What follows belongs to an exercise in optimizing a design on an open flow for small area, a short achievable clock period and few clock cycles per item; a production flow would make more cautious choices.
In this exercise RTL edits were held to simulation tests only and were not proved equivalent to the original.

--- design/flow/flow/run.sh ---
#!/bin/bash
# Standard ORFS layout (the standard.sh) with three changes to how it is made:
#  - no full-adder extraction in synthesis (ADDER_MAP_FILE empty): the carry-save
#    adders are left to ABC's gate mapping;
#  - timing repair is asked to overshoot the clock constraint (setup margin 8.4 ns),
#    so the achieved period comes out as short as the repair can make it;
#  - clock tree: sink clusters of up to 30 flip-flops, clkbuf_8 buffers, no dummy loads.
set -euo pipefail
bash standard.sh ADDER_MAP_FILE= SETUP_SLACK_MARGIN=8.4 \
  "CTS_ARGS=-sink_clustering_enable -repair_clock_nets -sink_clustering_size 30 -buf_list sky130_fd_sc_hd__clkbuf_8 -dont_use_dummy_load" \
  finish > flow_make.log 2>&1
--- design/flow/standard.sh ---
#!/bin/bash
# synth_recipe.tcl (not shown) runs the flow's synth.tcl, then flattens the netlist and writes it again
# the make line also repeats each setting of config.mk as NAME=value (left out here)
make -C /OpenROAD-flow-scripts/flow DESIGN_CONFIG=/design/flow/config.mk WORK_HOME=/design/flow/orfs CLKGATE_MAP_FILE= SYNTH_SCRIPT=/design/flow/synth_recipe.tcl "${@:-finish}"
--- design/flow/config.mk ---
export PLATFORM = sky130hd
export DESIGN_NAME = bitcoin_hash
export DESIGN_NICKNAME = bitcoin_hash
export VERILOG_FILES = /design/flow/design.v
export SDC_FILE = /design/flow/constraint.sdc
export NUM_CORES = 4
export LEC_CHECK = 0
export ABC_AREA = 1
export CAP_MARGIN = 20
export CORE_MARGIN = 2
export CORE_UTILIZATION = 55
export PLACE_DENSITY = 0.7
export SLEW_MARGIN = 20
--- design/flow/constraint.sdc ---
create_clock -name core_clock -period 12.0 [get_ports {clk}]
set_input_delay 2.4000 -clock core_clock [delete_from_list [all_inputs] [get_ports {clk}]]
set_output_delay 2.4000 -clock core_clock [all_outputs]
set_load 0.01 [all_outputs]
--- design/flow/design.v ---
module bitcoin_hash (input logic clk, reset_n, start,
                     input logic [15:0] message_addr, output_addr,
                     output logic done, mem_we,
                     output logic [15:0] mem_addr,
                     output logic [31:0] mem_write_data,
                     input logic [31:0] mem_read_data);
  localparam logic [31:0] IV0 = 32'h6a09e667, IV1 = 32'hbb67ae85,
                          IV2 = 32'h3c6ef372, IV3 = 32'ha54ff53a,
                          IV4 = 32'h510e527f, IV5 = 32'h9b05688c,
                          IV6 = 32'h1f83d9ab, IV7 = 32'h5be0cd19;
  localparam logic [31:0] K0  = 32'h428a2f98;
  localparam logic [2047:0] KTAB = {
    32'h428a2f98, 32'h71374491, 32'hb5c0fbcf, 32'he9b5dba5, 32'h3956c25b, 32'h59f111f1, 32'h923f82a4, 32'hab1c5ed5,
    32'hd807aa98, 32'h12835b01, 32'h243185be, 32'h550c7dc3, 32'h72be5d74, 32'h80deb1fe, 32'h9bdc06a7, 32'hc19bf174,
    32'he49b69c1, 32'hefbe4786, 32'h0fc19dc6, 32'h240ca1cc, 32'h2de92c6f, 32'h4a7484aa, 32'h5cb0a9dc, 32'h76f988da,
    32'h983e5152, 32'ha831c66d, 32'hb00327c8, 32'hbf597fc7, 32'hc6e00bf3, 32'hd5a79147, 32'h06ca6351, 32'h14292967,
    32'h27b70a85, 32'h2e1b2138, 32'h4d2c6dfc, 32'h53380d13, 32'h650a7354, 32'h766a0abb, 32'h81c2c92e, 32'h92722c85,
    32'ha2bfe8a1, 32'ha81a664b, 32'hc24b8b70, 32'hc76c51a3, 32'hd192e819, 32'hd6990624, 32'hf40e3585, 32'h106aa070,
    32'h19a4c116, 32'h1e376c08, 32'h2748774c, 32'h34b0bcb5, 32'h391c0cb3, 32'h4ed8aa4a, 32'h5b9cca4f, 32'h682e6ff3,
    32'h748f82ee, 32'h78a5636f, 32'h84c87814, 32'h8cc70208, 32'h90befffa, 32'ha4506ceb, 32'hbef9a3f7, 32'hc67178f2
  };
  localparam logic [2047:0] KNEXT = {KTAB[2015:0], KTAB[2047:2016]};
  function automatic logic [31:0] rotr(input logic [31:0] x, input int r);
    rotr = (x >> r) | (x << (32 - r));
  endfunction
  function automatic logic [63:0] csa(input logic [31:0] x, y, z);
    logic [31:0] s, c;
    s = x ^ y ^ z;
    c = (x & y) | (x & z) | (y & z);
    csa = {c[30:0], 1'b0, s};
  endfunction
  localparam logic [3:0] IDLE = 4'd0, FILL = 4'd1, LD1 = 4'd2, B1 = 4'd3, FF1 = 4'd4,
                         LD2F = 4'd5, B2 = 4'd6, LD3 = 4'd7, B3 = 4'd8, LD2N = 4'd9,
                         OUTX = 4'd10, OUTY = 4'd11;
  logic [3:0]  ph;
  logic [5:0]  t;
  logic [3:0]  n;
  logic [31:0] a, b, c, d, e, f, g, hkw;
  logic [31:0] W [0:15];
  logic [31:0] ra1 [0:1];    
  logic [31:0] ra2 [0:1];    
  logic [31:0] re1 [0:1];    
  logic [31:0] re2 [0:1];    
  logic [31:0] kr;           
  logic f_ldiv, f_ldm, f_ld3, f_useM, f_r1, f_rld1, f_rld2;
  logic f_wmem, f_wsch, f_fw61, f_fw62, f_fw63;
  logic [1:0]  f_k;
  logic [31:0] cw;           
  logic [3:0] ph_nx;
  logic [5:0] t_nx;
  always_comb begin
    ph_nx = ph; t_nx = t;
    case (ph)
      IDLE: if (start) begin ph_nx = FILL; t_nx = 6'd0; end
      FILL: if (t == 6'd15) begin ph_nx = LD1; t_nx = 6'd63; end else t_nx = t + 6'd1;
      LD1:  begin ph_nx = B1; t_nx = 6'd0; end
      B1:   if (t == 6'd63) ph_nx = FF1; else t_nx = t + 6'd1;
      FF1:  ph_nx = LD2F;
      LD2F: begin ph_nx = B2; t_nx = 6'd0; end
      B2:   if (t == 6'd63) ph_nx = LD3; else t_nx = t + 6'd1;
      LD3:  begin ph_nx = B3; t_nx = 6'd0; end
      B3:   if (t == 6'd63) ph_nx = (n == 4'd15) ? OUTX : LD2N; else t_nx = t + 6'd1;
      LD2N: begin ph_nx = B2; t_nx = 6'd0; end
      OUTX: ph_nx = OUTY;
      OUTY: ph_nx = IDLE;
      default: ph_nx = IDLE;
    endcase
  end
  wire nrnd  = (ph_nx == B1) | (ph_nx == B2) | (ph_nx == B3);
  wire ff_hi = (t_nx >= 6'd61);
  wire       ninj1 = (ph_nx == B1) & (t_nx >= 6'd50);
  wire       ninj3 = (ph_nx == B3) & (t_nx >= 6'd49);
  wire       ninj  = ninj1 | ninj3 | (ph_nx == FF1) | (ph_nx == LD2F) | (ph_nx == LD2N);
  wire [4:0] nj    = ninj1 ? {1'b0, t_nx[3:0]} - 5'd2 : ninj3 ? {1'b0, t_nx[3:0]} - 5'd1 :
                     (ph_nx == FF1) ? 5'd14 : 5'd15;
  wire [3:0] nn    = (ph_nx == B1) ? 4'd0 : n + 4'd1;
  wire       nc3   = ((ph_nx == B2) & (t_nx >= 6'd57)) | (ph_nx == LD3);
  logic [31:0] ncw;
  always_comb begin
    ncw = 32'd0;
    if (ninj) begin
      if (nj == 5'd3) ncw = {28'd0, nn};
      else if (nj == 5'd4) ncw = 32'h80000000;
      else if (nj == 5'd15) ncw = 32'd640;
    end else if (nc3) begin
      if (ph_nx == LD3) ncw = 32'd256;
      else if (t_nx == 6'd57) ncw = 32'h80000000;
    end
  end
  wire [31:0] S1 = rotr(e, 6) ^ rotr(e, 11) ^ rotr(e, 25);
  wire [31:0] S0 = rotr(a, 2) ^ rotr(a, 13) ^ rotr(a, 22);
  wire [31:0] ch = (e & f) ^ (~e & g);
  wire [31:0] mj = (a & b) | (c & (a | b));
  wire [63:0] pa1 = csa(hkw, ch, mj);
  wire [63:0] pa2 = csa(pa1[31:0], pa1[63:32], S1);
  wire [63:0] pa3 = csa(pa2[31:0], pa2[63:32], S0);
  wire [31:0] a_new = pa3[31:0] + pa3[63:32];
  wire [63:0] pe1 = csa(hkw, ch, d);
  wire [63:0] pe2 = csa(pe1[31:0], pe1[63:32], S1);
  wire [31:0] e_new = pe2[31:0] + pe2[63:32];
  wire [31:0] hx = f_ldm ? re1[1] : f_ldiv ? (IV7 + K0) : g;
  wire [31:0] hy = f_ld3 ? a : W[1];
  wire [63:0] ph1 = csa(hx, kr, hy);
  wire [31:0] hkw_new = ph1[31:0] + ph1[63:32];
  wire [31:0] s0w = rotr(W[1], 7) ^ rotr(W[1], 18) ^ (W[1] >> 3);
  wire [31:0] s1w = rotr(W[14], 17) ^ rotr(W[14], 19) ^ (W[14] >> 10);
  wire [63:0] pw1 = csa(W[0], W[9], s0w);
  wire [63:0] pw2 = csa(pw1[31:0], pw1[63:32], s1w);
  wire [31:0] w_new = pw2[31:0] + pw2[63:32];
  wire [31:0] w15 = f_wmem ? mem_read_data : f_wsch ? w_new : cw;
  logic [31:0] iva, ive;
  always_comb begin
    case (f_k)
      2'd0: begin iva = IV0; ive = IV4; end
      2'd1: begin iva = IV1; ive = IV5; end
      2'd2: begin iva = IV2; ive = IV6; end
      default: begin iva = IV3; ive = IV7; end
    endcase
  end
  wire [31:0] fa = (f_useM ? (f_r1 ? ra1[1] : ra2[1]) : iva) + a;
  wire [31:0] fe = (f_useM ? (f_r1 ? re1[1] : re2[1]) : ive) + e;
  wire        wr_next = (ph == LD2N) | (ph == OUTX) | ((ph == B3) & (t == 6'd63));
  logic [4:0] off;
  always_comb begin
    if (ph == IDLE) off = 5'd0;
    else if (ph == FILL) off = {1'b0, t[3:0]} + 5'd1;
    else if (ph == B1) off = t[4:0];              
    else off = t[4:0] + 5'd1;                     
  end
  wire [15:0] abase = wr_next ? output_addr : message_addr;
  wire [15:0] aoff  = wr_next ? {12'd0, (ph == OUTX) ? 4'd15 : n} : {11'd0, off};
  wire        ld = f_ldiv | f_ldm;
  wire [31:0] la = f_ldiv ? IV0 : ra2[0];
  wire [31:0] lb = f_ldiv ? IV1 : ra2[1];
  wire [31:0] lc = f_ldiv ? IV2 : ra1[0];
  wire [31:0] ld_ = f_ldiv ? IV3 : ra1[1];
  wire [31:0] le = f_ldiv ? IV4 : re2[0];
  wire [31:0] lf = f_ldiv ? IV5 : re2[1];
  wire [31:0] lg = f_ldiv ? IV6 : re1[0];
  integer i;
  always_ff @(posedge clk) begin
    if (ld) begin
      a <= la; b <= lb; c <= lc; d <= ld_; e <= le; f <= lf; g <= lg;
    end else begin
      a <= a_new; b <= a; c <= b; d <= c;
      e <= e_new; f <= e; g <= f;
    end
    hkw <= hkw_new;
    for (i = 0; i < 15; i = i + 1) W[i] <= W[i+1];
    W[15] <= w15;
    if (f_fw61) begin W[6] <= fa; W[10] <= fe; end
    if (f_fw62) begin W[4] <= fa; W[8]  <= fe; end
    if (f_fw63) begin W[2] <= fa; W[6]  <= fe; end
    if (f_ld3)  begin W[0] <= fa; W[4]  <= fe; end
    ra1[1] <= ra1[0]; ra1[0] <= f_rld1 ? fa : ra1[1];
    re1[1] <= re1[0]; re1[0] <= f_rld1 ? fe : re1[1];
    ra2[1] <= ra2[0]; ra2[0] <= f_rld2 ? fa : ra2[1];
    re2[1] <= re2[0]; re2[0] <= f_rld2 ? fe : re2[1];
    mem_write_data <= fa;
    mem_addr <= abase + aoff;
    if (!reset_n) begin
      ph <= IDLE;
      done <= 1'b0;
      mem_we <= 1'b0;
    end else begin
      ph <= ph_nx;
      mem_we <= (ph == LD2N) | (ph == OUTX);
      if (ph == IDLE && start) done <= 1'b0;
      if (ph == OUTY) done <= 1'b1;
    end
    t <= t_nx;
    if (ph == IDLE) n <= 4'd0;
    else if (ph == LD2N) n <= n + 4'd1;
    f_ldiv <= (ph_nx == LD1) | (ph_nx == LD3);
    f_ldm  <= (ph_nx == LD2F) | (ph_nx == LD2N);
    f_ld3  <= (ph_nx == LD3);
    f_useM <= (ph_nx == B2) | (ph_nx == LD3);
    f_r1   <= (t_nx == 6'd61) | (t_nx == 6'd62);
    f_k    <= nrnd ? (2'd0 - t_nx[1:0]) : 2'd0;
    f_rld1 <= (ph_nx == B1) & ((t_nx == 6'd61) | (t_nx == 6'd62));
    f_rld2 <= ((ph_nx == B1) & (t_nx == 6'd63)) | (ph_nx == FF1);
    f_fw61 <= (ph_nx == B2) & (t_nx == 6'd61);
    f_fw62 <= (ph_nx == B2) & (t_nx == 6'd62);
    f_fw63 <= (ph_nx == B2) & (t_nx == 6'd63);
    f_wmem <= (ph_nx == FILL) | (ph_nx == LD1) | (ninj & (nj < 5'd3));
    f_wsch <= ~ninj & ~nc3;
    cw     <= ncw;
    kr     <= (ph_nx == LD3) ? ra2[0] : (ph_nx == LD1) ? 32'd0 : KNEXT[(6'd63 - t_nx) * 32 +: 32];
  end
endmodule
==> summary.txt <==
cells by family after synthesis:
| group | Yosys count |
|---|---|
| multiplexers | 6 |
| AND/OR/NAND/NOR | 5058 |
| XOR/XNOR | 422 |
| AO/OA/AOI/OAI | 1467 |
| flip-flops | 1141 |
| adder cells (fa/ha/maj) | 1 |
| buffers and inverters | 1417 |
cells in the final DEF, fill, tap and decap left out, drive strengths merged, types with 5 or more instances in the layout:
master         instances
a22oi                 38
inv                 1161
xnor2                140
nand2               3362
o2111ai                9
nand4                 59
a21oi                387
clkdlybuf4s50         65
nor4                   5
a221oi                 6
a31oi                 35
o22ai                 73
xor2                 282
clkbuf               185
nand3b                32
a211oi                10
clkinv                 6
o21a                   8
a21o                   9
clkinvlp              18
o21ai                736
o221ai                 6
a32o                   9
a22o                  18
a21boi                22
o211ai                36
o21bai                18
bufbuf                 7
dfxtp               1141
nand3                766
o22a                  17
nor3                  32
diode                 14
and2                  14
and3                   6
mux2i                  6
nor2                 728
o31ai                 17
buf                  316
or2                   53
worst reg2reg max path: cells and delay by family, from the launching register on:
family | cells | cell delay, ps
AO/OA/AOI/OAI | 2 | 410
AND/OR/NAND/NOR | 3 | 380
XOR/XNOR | 5 | 1630
buffers and inverters | 2 | 510
flip-flops | 1 | 710
sequential cells by signal, summed over array words and instances (netlist names), 7 cells and up:
signal and cells:
W 512, ra1 64, ra2 64, re1 64
re2 64, a 32, b 32, c 32
d 32, e 32, f 32, g 32
hkw 32, kr 32, mem_write_data 32, mem_addr 16
cw 7
area by class of cell:
type	count	area [µm²]
antenna	14	35.03
multi-input combinational	6957	35740
inverter	1185	4686
clock buffer	179	2464
sequential	1141	23060
tap	1488	1862
timing repair buffer	394	4114
fill	9783	39170
what timing repair did:
action,in CTS,in global routing
endpoints found under the setup margin,456,341
setup buffers,129,80
pin swaps,75,80
resized for setup,664,442
gates cloned,10,7
stage by stage:
stage          utilization  instance area [µm²]  hold WS, ps
2_1_floorplan            -                61980        309.6
3_3_place_gp        0.5785                64290        309.8
3_5_place_dp        0.5787                64310        312.1
4_1_cts             0.6251                69470        275.0
5_1_grt             0.6473                71930        289.6
6_report            0.6476                71960        281.0
per-layer routing:
| metal | global-route usage | routed length (µm) | part of all wire | vias up |
|---|---|---|---|---|
| li1 | - | - | - | 30854 |
| met1 | 0.5580 | 101500 | 0.35 | 31168 |
| met2 | 0.7242 | 120900 | 0.42 | 4913 |
| met3 | 0.1274 | 36110 | 0.12 | 1429 |
| met4 | 0.3981 | 31880 | 0.11 | 10 |
| met5 | 0 | 69 | 0.00024 | - |
worst max path at each step:
stage	end	slack (ps)	cells after the start
4_1_cts	mem_write_data[18]	8220	1
3_5_place_dp	kr[18]	5970	18
3_3_place_gp	kr[4]	5960	17
6_report	mem_write_data[18]	8230	1
5_1_grt	cw[0]	8130	19
2_1_floorplan	kr[25]	7900	18
==> impl_metrics.env <==
export IMPL_status="no timing/DRC/antenna violations"
export IMPL_slowest_delay_ps=360
export IMPL_worstPathCellList="buf_6"
export IMPL_drive_gt1_frac=0.1403
export IMPL_syn_area_mm2=0.06182
export IMPL_synth_compound_area_frac=0.1360
export IMPL_netlist_instances=9512
export IMPL_via_count=68374
export IMPL_end_kind="primary output"
export IMPL_numPortBuffers=116
export IMPL_cp_top_family="flip-flops"
export IMPL_core_rowCount=122
export IMPL_cts_root_buffer="clkbuf_8"
export IMPL_fmax_mhz=265.4
export IMPL_ff2ff_path_depth=12
export IMPL_die_w_um=339.3
export IMPL_fp_dieH_um=339.3
export IMPL_grt_pass1_wl_mm=403.5
export IMPL_grt_overflow_total=0
export IMPL_synth_edf_count=0
export IMPL_clockBufferDepth=3
export IMPL_synth_top_family_by_area="simple AND/OR/NAND/NOR gates"
export IMPL_relSlewSlack=0.1514
export IMPL_cts_tree="yes"
export IMPL_area_delta_synth_final_pct=16.41
export IMPL_grt_setup_unrepaired="true"
export IMPL_yosys_cell_count_top_type="nand2_1"
export IMPL_crit_fanout=1
export IMPL_core_mm2=0.1111
export IMPL_finalSetupViolations=0
export IMPL_drc=0
export IMPL_skew_ps=114.8
export IMPL_first_global_vias=62261
export IMPL_io_pin_count=117
export IMPL_reg2reg_slack_ps=8290
export IMPL_async_reset_ff_frac=0
export IMPL_synth_fa_ha_area_frac=0.0001619
export IMPL_min_from="re2[0][15]"
export IMPL_wl_per_cell_um=25.58
export IMPL_fin_nets=9925
export IMPL_synth_top_cell_area_share=0.3695
export IMPL_whs_endpoint="re2[1][15]"
export IMPL_finalSetupTns_ps=0
export IMPL_ys_warn_count=6
export IMPL_cap_violations=0
export IMPL_drt_first_pass_iters=9
export IMPL_track_usage=0.4750
export IMPL_htree_levels=4
export IMPL_crit_arrival_ps=1370
export IMPL_dp_slack_ps=5971
export IMPL_ys_seq_elements=1141
export IMPL_drt_iter0_markers=9721
export IMPL_clkSlewWorstSetupHoldPaths_ps=60
export IMPL_muxShareOfSynthArea=0.0009716
export IMPL_finalCriticalPeriod_ps=3768
export IMPL_hold_buffers=0
export IMPL_ant_nets=0
export IMPL_cp_start_kind="register"
export IMPL_synth_ff_type="dfxtp_1"
export IMPL_synth_cell_type_count=83
export IMPL_period_share=0.3140
export IMPL_min_delay_path_depth=0
export IMPL_crit_path_start="mem_write_data[18]"
export IMPL_synth_avg_cell_area_um2=6.499
export IMPL_place_inst=10939
export IMPL_synth_simple_area_share=0.3422
export IMPL_insertion_delay_ps=910
export IMPL_hpwlAfterDp_mm=216.0
export IMPL_synth_commonest_cells="nand2_1, dfxtp_1, inv_1, nand3_1, nor2_1"
export IMPL_yosys_area_top_type="dfxtp_1"
export IMPL_slowest_stage="dfxtp_4"
export IMPL_setup_slack_ps=8232
export IMPL_start_util=0.5563
export IMPL_gp_congestion=1.087
export IMPL_fin_cells=11358
export IMPL_reg2reg_to="a[31]"
export IMPL_grt_antenna_before_repair=21
export IMPL_via_per_inst=6.020
export IMPL_hold_viol_final=0
export IMPL_die_area_mm2=0.1151
export IMPL_synth_nets=9579
export IMPL_drt_wl_total_mm=290.5
export IMPL_seq_area_frac_synth=0.3695
export IMPL_cts_made_buffers=179
export IMPL_crit_buf_inv=1
export IMPL_grt_start_max_net_pins=97
export IMPL_clkSinkCount=1141
export IMPL_worst_pin_slew_ps=1269
export IMPL_ys_top_cells_by_area="dfxtp_1, nand2_1, inv_1, nand3_1, o21ai_0"
export IMPL_synth_xor_area_share=0.06076
export IMPL_slew_viol_final=0
export IMPL_hold_class="register to register"
export IMPL_cp_required_ps=9600
export IMPL_reg2reg_from="a[31]"
export IMPL_crit_type="register to primary output"
Testbench counts, summed over its fixed seeds: cycles 34,640, jobs 16.

## static timing again, ports no longer ideal
Ports are ideal in the flow. The routed layout listed here was re-timed in OpenROAD.
Step 1 sets driving cells, clkbuf_16 on the clock port and buf_2 on the other inputs (assumed; they add their load-dependent delay and slew).
Step 2 adds t to the input delays and takes it off the output delays; t is the mean of the earliest and latest rising clock arrival at the registers after step 1. Input paths then give back, and output paths get back, about the clock's delay inside the block.
a / b / c = ideal / step 1 / step 2; a / b = the first two.
t, ns: 0.936
setup slack, ns: 8.232 / 8.150 / 7.308
worst hold slack (ns): 0.281 / 0.281 / 0.281
worst setup path after step 2: input to register
After both steps this run still meets setup and hold. For this run, drivers alone change the setup slack by -0.082 ns; drivers and shift together by -0.924 ns.
